What follows belongs to an exercise in optimizing a design on an open flow for small area, a short achievable clock period and few clock cycles; a production flow would make more cautious choices. No functional check of the RTL was part of any run shown here.

## flow/design.v (module list and top-level ports; edited modules follow where they fit)
// module CONV: 2351 lines
module  CONV(
            input		  clk,
            input		  reset,
            output		  busy,
            input		  ready,
            output [11:0] iaddr,
            input  [19:0] idata,
            output	 	  cwr,
            output [11:0] caddr_wr,
            output [19:0] cdata_wr,
            output	 	  crd,
            output [11:0] caddr_rd,
            input  [19:0] cdata_rd,
            output [ 2:0] csel
        );
  // ...
==> flow/run.sh <==
#!/bin/bash
# synth_recipe.tcl (not shown) runs the flow's synth.tcl, then flattens the netlist and writes it again
# the make line also repeats each setting of config.mk as NAME=value (left out here)
make -C /OpenROAD-flow-scripts/flow DESIGN_CONFIG=/design/flow/config.mk WORK_HOME=/design/flow/orfs CLKGATE_MAP_FILE= SYNTH_SCRIPT=/design/flow/synth_recipe.tcl finish
==> flow/config.mk <==
export PLATFORM = sky130hd
export DESIGN_NAME = CONV
export DESIGN_NICKNAME = CONV
export VERILOG_FILES = /design/flow/design.v
export SDC_FILE = /design/flow/constraint.sdc
export NUM_CORES = 4
export LEC_CHECK = 0
export CAP_MARGIN = 20
export CORE_MARGIN = 2
export CORE_UTILIZATION = 40
export SETUP_SLACK_MARGIN = 5
export SLEW_MARGIN = 20
==> flow/constraint.sdc <==
create_clock -name core_clock -period 10.0 [get_ports {clk}]
set_input_delay 2.0000 -clock core_clock [delete_from_list [all_inputs] [get_ports {clk}]]
set_output_delay 2.0000 -clock core_clock [all_outputs]
set_load 0.01 [all_outputs]
==> reports/qor.yml, run 1 <==
cells_and_area:
  seqCellArea_sq_um: 15100
  fin_area_sq_um: 50700
  largest_reg_flops: 456
  multi_input_area_share_pct: 48.7
  nFillCells: 10219
  seq_share_pct: 29.8
clocking:
  root_buffer: "clkbuf_16"
  post_cts_buffers: 0
  cts_tree: "done"
floorplan:
  die_y_um: 339
  die_area_sq_um: 115000
  num_rows: 122
  start_util_pct: 40.5
drt:
  firstDrtPassIters: 5
  route.met3.wl_um: 12200
  antenna_left: 0
synth:
  syn-instance-count: 3792
  synthAdderAreaFrac_pct: 46.5
  synth_edf_count: 20
  ys_seq_area_share_pct: 33.6
sta:
  timing.final.ws_setup_ns: 5.12
  min_period_over_period_pct: 48.8
placement:
  dpl.cell_count: 5367
  preCtsSetupSlack_ns: 5.04
critical_path:
  startpoint: "sr[245]$_DFF_P_"
  crit_path_end_kind: "flop"
  r2r-end: "r1[67]$_DFF_P_"
  slowest_delay_ns: 0.60
  path_delay_family: "adder cells"
  endpoint: "r1[67]$_DFF_P_"
global_route:
  grt_pass1_vias: 28649
  grt_pass1_wl_um: 206000
run_status:
  status: "complete, no violations"
job:
  max_cap_violations: 0
==> run 2, diff against run 1 <==
--- a/flow/config.mk
+++ b/flow/config.mk
@@ -9,4 +9,3 @@
 export CORE_MARGIN = 2
 export CORE_UTILIZATION = 40
-export SETUP_SLACK_MARGIN = 5
 export SLEW_MARGIN = 20
==> run 2 against run 1 <==
Still clean; synthesized cell count did not move; setup slack got worse by 0.14 ns; register-to-register slack got worse by 0.14 ns; global-route usage did not move; die area did not move; clock skew rose by 0.00077 ns; area after synthesis did not move; via count barely moved; wire length barely moved; critical path depth did not move; largest cell class unchanged; highest routed layer unchanged.
==> reports/qor.yml, run 2 <==
min_path:
  hold_path.class: "flop to flop"
  min_to: "sr[358]$_DFF_P_"
  min_path_cells: 0
  min_from: "sr[338]$_DFF_P_"
critical_path:
  ff2ff_path_depth: 13
  crit_fanout: 8
  r2r-start: "sr[255]$_DFF_P_"
  worstPathArrival_ns: 5.59
  r2r_slack_ns: 4.98
  r2r-end: "r1[67]$_DFF_P_"
  critPathKind: "flop to flop"
  worstPathRequired_ns: 10.57
  crit_path_end_kind: "flop"
  crit_path_start_kind: "flop"
clocking:
  hold_buffers: 0
  root_buffer: "clkbuf_16"
  ctsLongestPathBuffers: 3
  h-tree-depth: 3
  numCtsBuffers: 81
  clock-sinks: 743
  ctsResizeCount: 0
  cts.clk_slew.worst_paths_ns: 0.06
  insertion_delay_ns: 0.70
  post_cts_buffers: 0  # unchanged
  cts_tree: "done"
synth:
  ys_top_cells_by_area: "fa_1 (43%), dfxtp_1 (32%), inv_1 (11%), ha_1 (3.5%), edfxtp_1 (1.3%)"
  synth_cell_types: 65
  ys_seq_area_share_pct: 33.6  # unchanged
  syn-instance-count: 3792  # unchanged
  yosysMostFrequentCell: "inv_1"
  synth_common_cells: "inv_1 (1283), fa_1 (966), dfxtp_1 (719), ha_1 (125), nand2_1 (88)"
  synth_top_flop_cell: "dfxtp_1"
  synth_area_leader_cell: "fa_1"
  synth_seq_cells: 743
  yosysTopAreaCellShare_pct: 43.0
  netlist_area_sq_um: 44900
  ys_warn_count: 1
  synth_edf_count: 20  # unchanged
  syn_avg_cell_area_sq_um: 11.9
  synth_fp_nets: 4926
  async_reset_ff_share_pct: 0.538
drt:
  firstDrtPassIters: 5  # unchanged
  first_iter_violations: 1933
  wl_per_cell_um: 26.1
  antenna_left: 0  # unchanged
  drt_wl_total_um: 144000
  num_vias: 26245
  vias_per_cell: 4.76
  drc: 0
global_route:
  grt_remaining_overflow: 0
  grt_max_degree: 36
  grt_antenna_before_repair: 13
  grt_usage_pct: 25.7
  grt_pass1_wl_um: 206000  # unchanged
  grt_pass1_vias: 28649  # unchanged
placement:
  io_buffers: 102
  dp_hpwl_um: 120000
  dpl-instance-area_sq_um: 47900
  gp_congestion: 1.04
floorplan:
  num_rows: 122  # unchanged
  core_area_sq_um: 111000
  die_x_um: 339
  die_area_sq_um: 115000  # unchanged
  io_pins: 105
  start_util_pct: 40.5  # unchanged
  die_y_um: 339  # unchanged
sta:
  slew_headroom_pct: 27.0
  fmax_ghz: 0.199
  setup_viol: 0
  finalMaxSlewViolations: 0
  fin_worst_skew_ns: 0.0563
  rsz0062_at_grt: "no"
  min_period_over_period_pct: 50.2  # +1.4 points
  hold_viol: 0
  tightestPinTransition_ns: 1.09
  fin_crit_ns: 5.02
  final.setup.tns_ns: 0
cells_and_area:
  nFillCells: 10218  # -0.0098%
  synthToLayoutAreaGrowth_pct: 12.9
  final_cell_mix: "inv_1 (1283), fa_1 (966), dfxtp_1 (719), ha_1 (125), clkdlybuf4s50_1 (102)"
  regMostFlops: "sr"
  largest_reg_flops: 456  # unchanged
  fin_area_sq_um: 50700  # about the same
  reg_top3: "sr x456, r1 x146"
  fin_nets: 5096
  layout_commonest_cell: "inv_1"
  drive_gt1_share_pct: 5.31
run_status:
  status: "complete, no violations"
job:
  max_cap_violations: 0  # unchanged
[run 2: through the flow]
step | cells | hold WS (ns) | util [%] | worst slack (ns)
after floorplan | 3792 | 0.310 | - | 5.56
after global routing | 5516 | 0.326 | 45.7 | 4.87
after detailed placement | 5367 | 0.312 | 43.1 | 5.04
after global placement | 5367 | 0.310 | 43.1 | 5.08
after CTS | 5516 | 0.318 | 45.7 | 5.02
final | 5518 | 0.299 | 45.7 | 4.98
[run 2: logic make-up (layout without fill, tap and decap cells)]
family | count (synthesis) | count (layout) | share of synthesized area [%]
and+or+nand+nor | 297 | 297 | 3.40
AOI/OAI and AO/OA | 227 | 227 | 3.17
xor gates and xnor gates | 50 | 50 | 0.975
DFF | 743 | 743 | 33.6
buffers and inverters | 1344 | 1580 | 11.4
adders and majority gates | 1091 | 1091 | 46.5
other | 2 | 4 | 0.0167
muxes | 38 | 38 | 0.902
[run 2: how the worst max path moves through the flow]
stage | startpoint | endpoint | slack, ns | cells after the start
6_report | sr[255]$_DFF_P_ | r1[67]$_DFF_P_ | 4.98 | 13
3_3_place_gp | sr[255]$_DFF_P_ | r1[67]$_DFF_P_ | 5.08 | 13
2_1_floorplan | sr[53]$_DFF_P_ | r1[67]$_DFF_P_ | 5.56 | 13
4_1_cts | sr[255]$_DFF_P_ | r1[67]$_DFF_P_ | 5.02 | 11
5_1_grt | sr[255]$_DFF_P_ | r1[67]$_DFF_P_ | 4.87 | 13
3_5_place_dp | sr[255]$_DFF_P_ | r1[67]$_DFF_P_ | 5.04 | 11
[run 2: worst max-delay path, cell delays in order (launching register included)]
cell     delay (ns)
dfxtp_1        0.74
inv_1          0.31
fa_1           0.59
inv_1          0.05
fa_1           0.48
inv_1          0.06
fa_1           0.53
inv_1          0.06
fa_1           0.42
inv_1          0.08
fa_1           0.44
fa_1           0.52
fa_1           0.56
inv_1          0.05
[run 2: metal layers]
layer	track usage, %	routed length [um]
met5	0	33
met4	11.4	7080
met3	6.06	12400
met2	39.4	63600
met1	34.8	60600
[run 2: area by class of cell]
class | count | area (sq um) | area share [%]
Clock buffer | 105 | 2230 | 4.39
Sequential cell | 743 | 15100 | 29.7
Antenna cell | 2 | 5.00 | 0.00986
Timing Repair Buffer | 147 | 1360 | 2.68
Tap cell | 1488 | 1860 | 3.67
Clock inverter | 44 | 654 | 1.29
Multi-Input combinational cell | 1705 | 24700 | 48.7
Inverter | 1284 | 4820 | 9.50

[separate check: timing with driven ports]
In the flow no input, the clock included, has a driving cell. The finished layouts below were timed again as built, in two steps. Step 1: set_driving_cell puts a clkbuf_16 on clk and a buf_2 on each other input, an assumption about the parent block. Step 2 adds t to the input delays and takes it off the output delays; t is the mean of the earliest and latest rising clock arrival at the registers after step 1. Input paths then give back, and output paths get back, about the clock's delay inside the block. a / b / c = ideal ports / drivers / drivers and shift; a / b = the first two.
run	t (ns)	setup WS [ns]	worst setup path at the end	worst register clock-pin slew, ns
run 1	0.744	5.118 / 5.118 / 5.118	register to register	0.08 / 0.08
run 2	0.744	4.978 / 4.978 / 4.978	register to register	0.08 / 0.08
After both steps every run listed still meets setup and hold.
